From an optimization exercise on the open Yosys and OpenROAD flow, aimed at small area, a short achievable clock period and few clock cycles per item; shortcuts taken in it are not production practice.
Power figures rest on the tool's default switching activity, not on a simulated workload.

## pine
==> module Processor, before the edit <==
module Processor(clk , rst , imem_addr , imem_data , IR , Loaded , Stored , Out , valid) ;
	input clk ;
	input rst ;
	input [15:0] imem_data ;
	output [15:0] imem_addr ;
	output reg valid ;
	output reg [15:0] Out , Stored , Loaded ;
	output reg [15:0] IR ;
	localparam [255:0] RINIT = {
		16'h1984, 16'h3994, 16'h0CDE, 16'h1CBA, 16'h0102, 16'h1A32, 16'h0414, 16'h22DA,
		16'h1C86, 16'h22E0, 16'h0001, 16'h1C3A, 16'h00AA, 16'h0030, 16'h0020, 16'h0010 } ;
	localparam [255:0] MINIT = {
		16'h1984, 16'h0000, 16'h0CDE, 16'h0000, 16'h0102, 16'h1A32, 16'h0000, 16'h22DA,
		16'h0000, 16'h0000, 16'h0000, 16'h1C3A, 16'h00AA, 16'h0000, 16'h0020, 16'h0001 } ;
	reg [15:0] pc ;
	assign imem_addr = pc ;
	reg [255:0] rf ;    
	reg [255:0] dm ;    
	reg rst_q ;
	reg [15:0] IRd ;
	reg [3:0] d_rb ;      
	reg d_sub ;
	reg [15:0] ra_oh , rb_oh ;    
	reg vd ;
	always @(posedge clk) begin
		IRd <= imem_data ;
		d_rb <= (imem_data[15:12] == 4'd6) ? imem_data[11:8] : imem_data[3:0] ;
		d_sub <= (imem_data[15:12] == 4'd1) ;
		ra_oh <= 16'd1 << imem_data[7:4] ;
		rb_oh <= 16'd1 << ((imem_data[15:12] == 4'd6) ? imem_data[11:8] : imem_data[3:0]) ;
		rst_q <= rst ;
		if (rst) begin
			pc <= 16'd0 ;
			vd <= 1'b0 ;
		end else begin
			pc <= pc + 16'd1 ;
			vd <= 1'b1 ;
		end
	end
	wire [3:0] d_op  = IRd[15:12] ;
	wire [3:0] d_rs1 = IRd[7:4] ;
	wire d_and   = (d_op == 4'd2) ;
	wire d_or    = (d_op == 4'd3) ;
	wire d_xor   = (d_op == 4'd4) ;
	wire d_load  = (d_op == 4'd5) ;
	wire d_store = (d_op == 4'd6) ;
	wire d_sum   = !(d_and || d_or || d_xor || d_load || d_store) ;
	reg [15:0] A , Bx ;   
	reg [15:0] IRe ;
	reg ve ;
	reg c_sub , c_and , c_or , c_xor , c_ld , c_st , c_sum ;
	reg ww ;              
	reg [3:0] wrd ;
	wire [15:0] res ;     
	wire [15:0] rest ;
	wire [16:0] sum = {A, 1'b1} + {Bx, c_sub} ;    
	reg [15:0] Am ;       
	reg [15:0] wen ;      
	wire e_wr = ve && !c_st ;    
	wire fwa = e_wr && (IRe[11:8] == d_rs1) ;
	wire fwb = e_wr && (IRe[11:8] == d_rb) ;
	reg [15:0] rda , rdb ;
	integer k ;
	always @* begin
		rda = 16'd0 ;
		rdb = 16'd0 ;
		for (k = 0 ; k < 16 ; k = k + 1) begin
			rda = rda | ({16{ra_oh[k]}} & rf[16*k +: 16]) ;
			rdb = rdb | ({16{rb_oh[k]}} & rf[16*k +: 16]) ;
		end
	end
	wire [15:0] rfa = (ww && wrd == d_rs1) ? Out : rda ;
	wire [15:0] rfb = (ww && wrd == d_rb) ? Out : rdb ;
	wire fsa = fwa && c_sum ;
	wire fsb = fwb && c_sum ;
	wire [15:0] nA = fsa ? sum[16:1] : (fwa ? rest : rfa) ;
	wire [15:0] opb = fwb ? rest : rfb ;
	always @(posedge clk) begin
		A <= nA ;
		Am <= 16'd1 << nA[3:0] ;
		wen <= {16{rst}} | ({16{e_wr}} & (16'd1 << IRe[11:8])) ;
		Bx <= fsb ? (sum[16:1] ^ {16{d_sub}}) : (opb ^ {16{d_sub}}) ;
		IRe <= IRd ;
		c_sub <= d_sub ;
		c_and <= d_and ;
		c_or <= d_or ;
		c_xor <= d_xor ;
		c_sum <= d_sum ;
		c_ld <= d_load && vd && !rst ;
		c_st <= d_store && vd && !rst ;
		ve <= vd && !rst ;
	end
	reg [15:0] mrd ;
	integer m ;
	always @* begin
		mrd = 16'd0 ;
		for (m = 0 ; m < 16 ; m = m + 1) mrd = mrd | ({16{Am[m]}} & dm[16*m +: 16]) ;
	end
	assign rest = ({16{c_and}} & (A & Bx)) | ({16{c_or}} & (A | Bx)) |
	              ({16{c_xor}} & (A ^ Bx)) | ({16{c_ld}} & mrd) | ({16{c_st}} & Bx) ;
	assign res = c_sum ? sum[16:1] : rest ;
	wire [15:0] rf_wd_0 = Out & {16{~rst_q}} ;    
	wire [15:0] rf_wd_1 = Out | {16{rst_q}} ;     
	wire [15:0] dm_wd_0 = Bx & {16{~rst_q}} ;
	wire [15:0] dm_wd_1 = Bx | {16{rst_q}} ;
	genvar gi , gj ;
	generate
		for (gi = 0 ; gi < 16 ; gi = gi + 1) begin : row
			wire rf_en = wen[gi] ;
			wire dm_en = rst_q | (c_st && Am[gi]) ;
			for (gj = 0 ; gj < 16 ; gj = gj + 1) begin : col
				always @(posedge clk) begin
					if (rf_en) rf[16*gi + gj] <= RINIT[16*gi + gj] ? rf_wd_1[gj] : rf_wd_0[gj] ;
					if (dm_en) dm[16*gi + gj] <= MINIT[16*gi + gj] ? dm_wd_1[gj] : dm_wd_0[gj] ;
				end
			end
		end
	endgenerate
	always @(posedge clk) begin
		if (rst) begin
			valid <= 1'b0 ;
			ww <= 1'b0 ;
		end else begin
			valid <= ve ;
			ww <= e_wr ;
		end
		if (rst_q) begin
			Loaded <= 16'd0 ;
			Stored <= 16'd0 ;
		end else begin
			if (c_ld) Loaded <= mrd ;
			if (c_st) Stored <= Bx ;
		end
		wrd <= IRe[11:8] ;
		IR <= IRe ;
		Out <= res ;
	end
endmodule
clock: 6.0 ns
lec_check: 0
cap_margin: 20
core_margin: 2
core_utilization: 65
cts_cluster_diameter: 70
cts_cluster_size: 20
setup_slack_margin: 3.7
slew_margin: 20
run.sh (not shown) runs the stock make flow with config.mk's settings and CLKGATE_MAP_FILE= SYNTH_SCRIPT=/design/flow/synth_recipe.tcl, a recipe that flattens the netlist after the stock synthesis.
What cedar does differently from pine at the input level:
==> flow/design.v <==
module Processor(clk , rst , imem_addr , imem_data , IR , Loaded , Stored , Out , valid) ;
	input clk ;
	input rst ;
	input [15:0] imem_data ;
	output [15:0] imem_addr ;
	output reg valid ;
	output reg [15:0] Out , Stored , Loaded ;
	output reg [15:0] IR ;
	localparam [255:0] RINIT = {
		16'h1984, 16'h3994, 16'h0CDE, 16'h1CBA, 16'h0102, 16'h1A32, 16'h0414, 16'h22DA,
		16'h1C86, 16'h22E0, 16'h0001, 16'h1C3A, 16'h00AA, 16'h0030, 16'h0020, 16'h0010 } ;
	localparam [255:0] MINIT = {
		16'h1984, 16'h0000, 16'h0CDE, 16'h0000, 16'h0102, 16'h1A32, 16'h0000, 16'h22DA,
		16'h0000, 16'h0000, 16'h0000, 16'h1C3A, 16'h00AA, 16'h0000, 16'h0020, 16'h0001 } ;
	reg [15:0] pc ;
	assign imem_addr = pc ;
	reg [255:0] rf ;    
	reg [255:0] dm ;    
	reg rst_q ;
	reg [15:0] IRd ;
	reg [3:0] d_rb ;      
	reg d_sub ;
	reg [15:0] ra_oh , rb_oh ;    
	reg vd ;
	always @(posedge clk) begin
		IRd <= imem_data ;
		d_rb <= (imem_data[15:12] == 4'd6) ? imem_data[11:8] : imem_data[3:0] ;
		d_sub <= (imem_data[15:12] == 4'd1) ;
		ra_oh <= 16'd1 << imem_data[7:4] ;
		rb_oh <= 16'd1 << ((imem_data[15:12] == 4'd6) ? imem_data[11:8] : imem_data[3:0]) ;
		rst_q <= rst ;
		if (rst) begin
			pc <= 16'd0 ;
			vd <= 1'b0 ;
		end else begin
			pc <= pc + 16'd1 ;
			vd <= 1'b1 ;
		end
	end
	wire [3:0] d_op  = IRd[15:12] ;
	wire [3:0] d_rs1 = IRd[7:4] ;
	wire d_and   = (d_op == 4'd2) ;
	wire d_or    = (d_op == 4'd3) ;
	wire d_xor   = (d_op == 4'd4) ;
	wire d_load  = (d_op == 4'd5) ;
	wire d_store = (d_op == 4'd6) ;
	wire d_sum   = !(d_and || d_or || d_xor || d_load || d_store) ;
	reg [15:0] A , Bx ;   
	reg [15:0] IRe ;
	reg ve ;
	reg c_sub , c_and , c_or , c_xor , c_ld , c_st , c_sum ;
	wire [15:0] res ;     
	reg [15:0] Am ;       
	wire e_wr = ve && !c_st ;    
	wire fwa = e_wr && (IRe[11:8] == d_rs1) ;
	wire fwb = e_wr && (IRe[11:8] == d_rb) ;
	reg [15:0] rda , rdb ;
	integer k ;
	always @* begin
		rda = 16'd0 ;
		rdb = 16'd0 ;
		for (k = 0 ; k < 16 ; k = k + 1) begin
			rda = rda | ({16{ra_oh[k]}} & rf[16*k +: 16]) ;
			rdb = rdb | ({16{rb_oh[k]}} & rf[16*k +: 16]) ;
		end
	end
	wire [15:0] rfa = rda ;
	wire [15:0] rfb = rdb ;
	wire [15:0] opb = fwb ? res : rfb ;
	always @(posedge clk) begin
		A <= fwa ? res : rfa ;
		Am <= 16'd1 << (fwa ? res[3:0] : rfa[3:0]) ;
		Bx <= d_sub ? ~opb : opb ;
		IRe <= IRd ;
		c_sub <= d_sub ;
		c_and <= d_and ;
		c_or <= d_or ;
		c_xor <= d_xor ;
		c_sum <= d_sum ;
		c_ld <= d_load && vd && !rst ;
		c_st <= d_store && vd && !rst ;
		ve <= vd && !rst ;
	end
	wire [16:0] sum = {A, 1'b1} + {Bx, c_sub} ;    
	reg [15:0] mrd ;
	integer m ;
	always @* begin
		mrd = 16'd0 ;
		for (m = 0 ; m < 16 ; m = m + 1) mrd = mrd | ({16{Am[m]}} & dm[16*m +: 16]) ;
	end
	assign res = ({16{c_sum}} & sum[16:1]) | ({16{c_and}} & (A & Bx)) | ({16{c_or}} & (A | Bx)) |
	             ({16{c_xor}} & (A ^ Bx)) | ({16{c_ld}} & mrd) | ({16{c_st}} & Bx) ;
	wire [15:0] rf_wd_0 = res & {16{~rst_q}} ;    
	wire [15:0] rf_wd_1 = res | {16{rst_q}} ;     
	wire [15:0] dm_wd_0 = Bx & {16{~rst_q}} ;
	wire [15:0] dm_wd_1 = Bx | {16{rst_q}} ;
	genvar gi , gj ;
	generate
		for (gi = 0 ; gi < 16 ; gi = gi + 1) begin : row
			wire rf_en = rst_q | (e_wr && IRe[11:8] == gi) ;
			wire dm_en = rst_q | (c_st && Am[gi]) ;
			for (gj = 0 ; gj < 16 ; gj = gj + 1) begin : col
				always @(posedge clk) begin
					if (rf_en) rf[16*gi + gj] <= RINIT[16*gi + gj] ? rf_wd_1[gj] : rf_wd_0[gj] ;
					if (dm_en) dm[16*gi + gj] <= MINIT[16*gi + gj] ? dm_wd_1[gj] : dm_wd_0[gj] ;
				end
			end
		end
	endgenerate
	always @(posedge clk) begin
		if (rst)
			valid <= 1'b0 ;
		else
			valid <= ve ;
		if (rst_q) begin
			Loaded <= 16'd0 ;
			Stored <= 16'd0 ;
		end else begin
			if (c_ld) Loaded <= mrd ;
			if (c_st) Stored <= Bx ;
		end
		IR <= IRe ;
		Out <= res ;
	end
endmodule
Results
From pine to cedar the numbers moved as follows: compound-gate portion of the synthesized area barely changed; portion of total power attributed to combinational logic climbed 7.7 points; summed instance area of the synthesized netlist dropped about 2.3%; number of global-route vias before repair dropped 831.
Power: cedar draws more than pine
cedar gives more actual transition at the worst max-transition pin than pine did.
cedar vs. pine: storage element area shows a reduction of 2.0%, period utilization shows an increase of 1.0 points, area growth from synthesis to final layout shows an increase of 1.6 points.
cedar: sequential share of power lower than pine
Fmax: cedar lower than pine
Compared with pine, cedar shows a setup slack at placement that is 0.094 ns lower.
Internal power in cedar vs pine: up about 8%
Proportion of power drawn by the clock network: cedar lower than pine
No functional check of the RTL was part of any run of this note.

==> separate check: timing with driven ports <==
No port has a modelled driver above. Below, the same layouts with a new extraction and two added sets of constraints.
Step 1 (the two cells are an assumption about what drives the block):
set clk [get_ports {clk}]
set_driving_cell -lib_cell sky130_fd_sc_hd__clkbuf_16 $clk
set_driving_cell -lib_cell sky130_fd_sc_hd__buf_2 [delete_from_list [all_inputs] $clk]
Step 2 times the ports against the registers' clock, not the clock port: input delays grow and output delays shrink by t, the midpoint of the rising clock arrivals with the driver on.
a / b / c = ideal / step 1 / step 2; a / b = the first two.
| run | t (ns) | slack for setup (ns) | worst setup path at the end | latest minus earliest clock arrival (ns) | worst slew at a driven data input, ns |
|---|---|---|---|---|---|
| pine | 0.655 | 3.468 / 3.468 / 3.144 | input to register | 0.026 / 0.026 | 0.04 |
| cedar | 0.657 | 3.405 / 3.405 / 3.238 | input to register | 0.018 / 0.018 | 0.04 |
After both steps setup and hold are still met in every run listed. For pine, which loses most, drivers alone change the setup slack by 0.000 ns; drivers and shift together by -0.324 ns.
